This is an optimization exercise on Yosys and OpenROAD, whose aim is small area, not a production implementation. The RTL was checked by simulation tests, not by an equivalence proof against the original design. No activity file was given, so power comes from the tool's default toggle rates.

==> 06-22 <==
==> flow/design.v (excerpt) <==
module Main(clk,rst_n,i,o,Yin,Xout,segmentSelect,bitSelect_m);
Settings: LEC_CHECK=0, CAP_MARGIN=20, CORE_MARGIN=2, CORE_UTILIZATION=40, SLEW_MARGIN=20; clock period 10.0 ns.
run.sh (not shown) runs the stock make flow with config.mk's settings and CLKGATE_MAP_FILE= SYNTH_SCRIPT=/design/flow/synth_recipe.tcl, a recipe that flattens the netlist after the stock synthesis.
==> inputs of 03-07, as changes to 06-22 <==
==> flow/design.v (replaced) <==
module Main(clk,rst_n,i,o,Yin,Xout,segmentSelect,bitSelect_m);
    input clk,rst_n,i;
    input [3:0]Yin;
    output o;
    output [3:0]Xout;
    output [6:0]segmentSelect;
    output [3:0]bitSelect_m;
    wire tick,ce_kp,upd,ex,REV;
    wire [1:0]num;
    wire [3:0]kn;
    wire [7:0]D;
    TimeBase tb0(clk,rst_n,tick,num,ce_kp,upd);
    assign Xout=~(4'b1000>>num);
    Keys k0(clk,rst_n,tick,ce_kp,upd,Yin,ex,kn);
    Sender s0(clk,rst_n,tick,ex,kn,o);
    Receiver r0(clk,rst_n,tick,i,REV,D);
    Display d0(clk,rst_n,tick,REV,D,num,segmentSelect,bitSelect_m);
endmodule
module TimeBase(clk,rst_n,tick,num,ce_kp,upd);
    input clk,rst_n;
    output tick,ce_kp,upd;
    output [1:0]num;
    reg [3:0]c10;
    assign tick=c10[3]&c10[0];                  
    always@(posedge clk or negedge rst_n)
        if(!rst_n)c10<=4'd0;
        else c10<=tick?4'd0:c10+4'd1;
    reg [11:0]sc;
    always@(posedge clk or negedge rst_n)
        if(!rst_n)sc<=12'd0;
        else sc<=sc+12'd1;
    assign num=sc[11:10];
    assign ce_kp=(&sc[8:0])&~sc[9];             
    assign upd=ce_kp&(num==2'b00);              
endmodule
module Keys(clk,rst_n,tick,ce_kp,upd,Yin,ex,kn);
    input clk,rst_n,tick,ce_kp,upd;
    input [3:0]Yin;
    output ex;
    output reg [3:0]kn;
    localparam [2:0] Z0=3'd0,P1=3'd1,P2=3'd2,P3=3'd3,P4=3'd4,P5=3'd5,P6=3'd6,Z1=3'd7;
    function [2:0]knext;
        input [2:0]s;
        input x;
        case(s)
          Z0,Z1:knext=x?P1:Z0;
          P1:knext=x?P2:Z0;
          P2:knext=x?P3:Z0;
          P3:knext=x?P4:Z0;
          P4:knext=x?P5:Z0;
          P5:knext=x?P6:Z1;
          default:knext=x?P6:Z1;
        endcase
    endfunction
    function kpr;
        input [2:0]s;
        kpr=(s==P6)|(s==Z1);
    endfunction
    reg [11:0]h,r1,r2,r3;
    wire [11:0]hn;
    genvar g;
    generate for(g=0;g<4;g=g+1)begin:col
        assign hn[3*g+2:3*g]=knext(h[3*g+2:3*g],~Yin[g]);
    end endgenerate
    always@(posedge clk or negedge rst_n)
        if(!rst_n)begin h<=12'd0;r1<=12'd0;r2<=12'd0;r3<=12'd0;end
        else if(ce_kp)begin h<=r1;r1<=r2;r2<=r3;r3<=hn;end
    wire [47:0]all={h,r1,r2,r3};
    wire [15:0]kp;
    generate for(g=0;g<16;g=g+1)begin:pr
        assign kp[g]=kpr(all[3*g+2:3*g]);
    end endgenerate
    reg ke;
    reg [3:0]kn_Y;
    integer j;
    always@(*)begin
        kn_Y=4'd0;
        for(j=0;j<16;j=j+1)if(kp[j])kn_Y=j;
    end
    always@(posedge clk or negedge rst_n)
        if(!rst_n)begin ke<=1'b0;kn<=4'd0;end
        else if(upd)begin ke<=|kp;kn<=kn_Y;end
    reg [3:0]c2;
    assign ex=(c2==4'd14);
    always@(posedge clk or negedge rst_n)
        if(!rst_n)c2<=4'd0;
        else if(tick)c2<=ke?(c2+{3'd0,~&c2}):4'd0;
endmodule
module Sender(clk,rst_n,tick,ex,kn,o);
    input clk,rst_n,tick,ex;
    input [3:0]kn;
    output o;
    reg [3:0]ss;
    reg [9:0]ts;
    reg [3:0]L;
    wire s_idle=(ss==4'd0);
    wire s_next=ts[9]&ts[3];                  
    always@(posedge clk)
        if(tick)ts<=(s_idle|s_next)?10'd0:ts+10'd1;
    always@(posedge clk)
        if(tick&s_idle)L<=kn;
    always@(posedge clk or negedge rst_n)
        if(!rst_n)ss<=4'd0;
        else if(tick)begin
            if(s_idle)ss<={3'd0,ex};
            else if(ss==4'd13)ss<=4'd0;
            else if(s_next)ss<=ss+4'd1;
        end
    wire [15:0]A0=16'b1010010010111101,A1=16'b1000001001101011,
               A2=16'b1100010001010101,A3=16'b0000100010011111,
               A4=16'b1110111111110000,A5=16'b1110111111111111,
               AP=16'b1110101000010011;
    reg ob;
    always@(*)
      case(ss)
        4'd2:ob=1'b0;
        4'd3:ob=A0[L];
        4'd4:ob=A1[L];
        4'd5:ob=A2[L];
        4'd6:ob=A3[L];
        4'd7:ob=A4[L];
        4'd8:ob=A5[L];
        4'd9:ob=1'b0;
        4'd10:ob=1'b0;
        4'd11:ob=AP[L];
        default:ob=1'b1;
      endcase
    assign o=ob;
endmodule
module Receiver(clk,rst_n,tick,i,REV,D);
    input clk,rst_n,tick,i;
    output REV;
    output reg [7:0]D;
    reg si;
    reg [3:0]ci;
    wire neg_i=(ci==4'd13);
    always@(posedge clk or negedge rst_n)
        if(!rst_n)begin si<=1'b1;ci<=4'd0;end
        else if(tick)begin
            si<=i;
            ci<=si?4'd0:(ci+{3'd0,ci!=4'd14});
        end
    reg [3:0]rs;
    reg [9:0]tr;
    reg P;
    wire r_idle=(rs==4'd0);
    wire half=tr[9]&tr[3];                    
    wire r_done=(rs==4'd13);
    wire reliable=r_done&~P;
    always@(posedge clk)
        if(tick)tr<=r_idle?10'd260:half?10'd0:tr+10'd1;
    always@(posedge clk or negedge rst_n)
        if(!rst_n)rs<=4'd0;
        else if(tick)begin
            if(r_idle)rs<={3'd0,neg_i};
            else if(r_done)rs<=4'd0;
            else if(half&((rs!=4'd1)|~i))rs<=rs+4'd1;
        end
    always@(posedge clk)
        if(tick&half)begin
            if(rs==4'd1)P<=1'b0;
            else if(rs<=4'd10)P<=P^i;
            if(rs>=4'd2&&rs<=4'd9)D<={i,D[7:1]};
        end
    reg [3:0]pc;
    assign REV=(pc==4'd15);
    always@(posedge clk or negedge rst_n)
        if(!rst_n)pc<=4'd0;
        else if(tick)begin
            if(pc==4'd0)pc<={3'd0,reliable};
            else if(pc<=4'd12&&!r_idle)pc<=4'd0;
            else pc<=pc+4'd1;
        end
endmodule
module Display(clk,rst_n,tick,REV,D,num,segmentSelect,bitSelect_m);
    input clk,rst_n,tick,REV;
    input [7:0]D;
    input [1:0]num;
    output [6:0]segmentSelect;
    output [3:0]bitSelect_m;
    reg [15:0]dc,dcc;
    always@(posedge clk or negedge rst_n)
        if(!rst_n)begin dc<=16'd0;dcc<=16'd0;end
        else if(tick&REV)begin
            if(&D)dc<=dcc;
            else dcc<={dcc[7:0],D};
        end
    wire [3:0]digit=dc[15-4*num-:4];
    reg [6:0]seg;
    always@(*)
      case(digit)
        4'h0:seg=7'b1111110;
        4'h1:seg=7'b0110000;
        4'h2:seg=7'b1101101;
        4'h3:seg=7'b1111001;
        4'h4:seg=7'b0110011;
        4'h5:seg=7'b1011011;
        4'h6:seg=7'b1011111;
        4'h7:seg=7'b1110000;
        4'h8:seg=7'b1111111;
        4'h9:seg=7'b1111011;
        4'ha:seg=7'b1110111;
        4'hb:seg=7'b0011111;
        4'hc:seg=7'b1001110;
        4'hd:seg=7'b0111101;
        4'he:seg=7'b1001111;
        4'hf:seg=7'b1000111;
      endcase
    assign segmentSelect=~seg;
    assign bitSelect_m=~(4'b1000>>num)|~{|dc[15:12],|dc[15:8],|dc[15:4],1'b1};
endmodule
==> comparison table <==
quantity	06-22	03-07
Outcome	timing/DRC/antenna clean	timing/DRC/antenna clean
Highest clock frequency the design can meet	0.201 GHz	0.198 GHz
Standard cell area after detailed placement	9070 µm²	8150 µm²
Total length of routed met3 wires	508 µm	410 µm
Worst-path fanout max	11	21
Synthesized-area fraction occupied by xor and xnor cells	3.03%	3.38%
Pre-CTS worst setup slack	5.48 ns	5.42 ns
Cell internal pwr	1.05 mW	1.01 mW
Inverters excl. clock	30	23
Total global routing track utilization	15.7%	14.9%
Global-route wire length before repair	28.8 mm	24.7 mm
CP startpoint	sc[11]$_DFF_PN0_	s0.ss[2]$_DFFE_PN0P_
Final worst setup slack	5.04 ns	4.94 ns
Async set or reset register ratio after synthesis	75.8%	78.7%
Clock network contribution to total cell area	5.90%	6.65%

## port drivers added, routing unchanged
In the flow no input, the clock included, has a driving cell. The finished layouts below were timed again as built, in two steps.
Step 1 sets driving cells, clkbuf_16 on the clock port and buf_2 on the other inputs (assumed; they add their load-dependent delay and slew).
Step 2 moves the port delays by t, midway between the first and last clock arrival at a register: inputs arrive t later, outputs are due t later. That takes back most of the time a late clock gives input paths.
Three values: ideal ports, drivers, drivers and shift; two values: the first two.
run	t, ns	slack for setup (ns)	pins driven straight from the clock port
06-22	0.464	5.037 / 4.994 / 5.458	1
03-07	0.459	4.943 / 4.899 / 5.357	1
After both steps setup and hold are still met in every run listed.
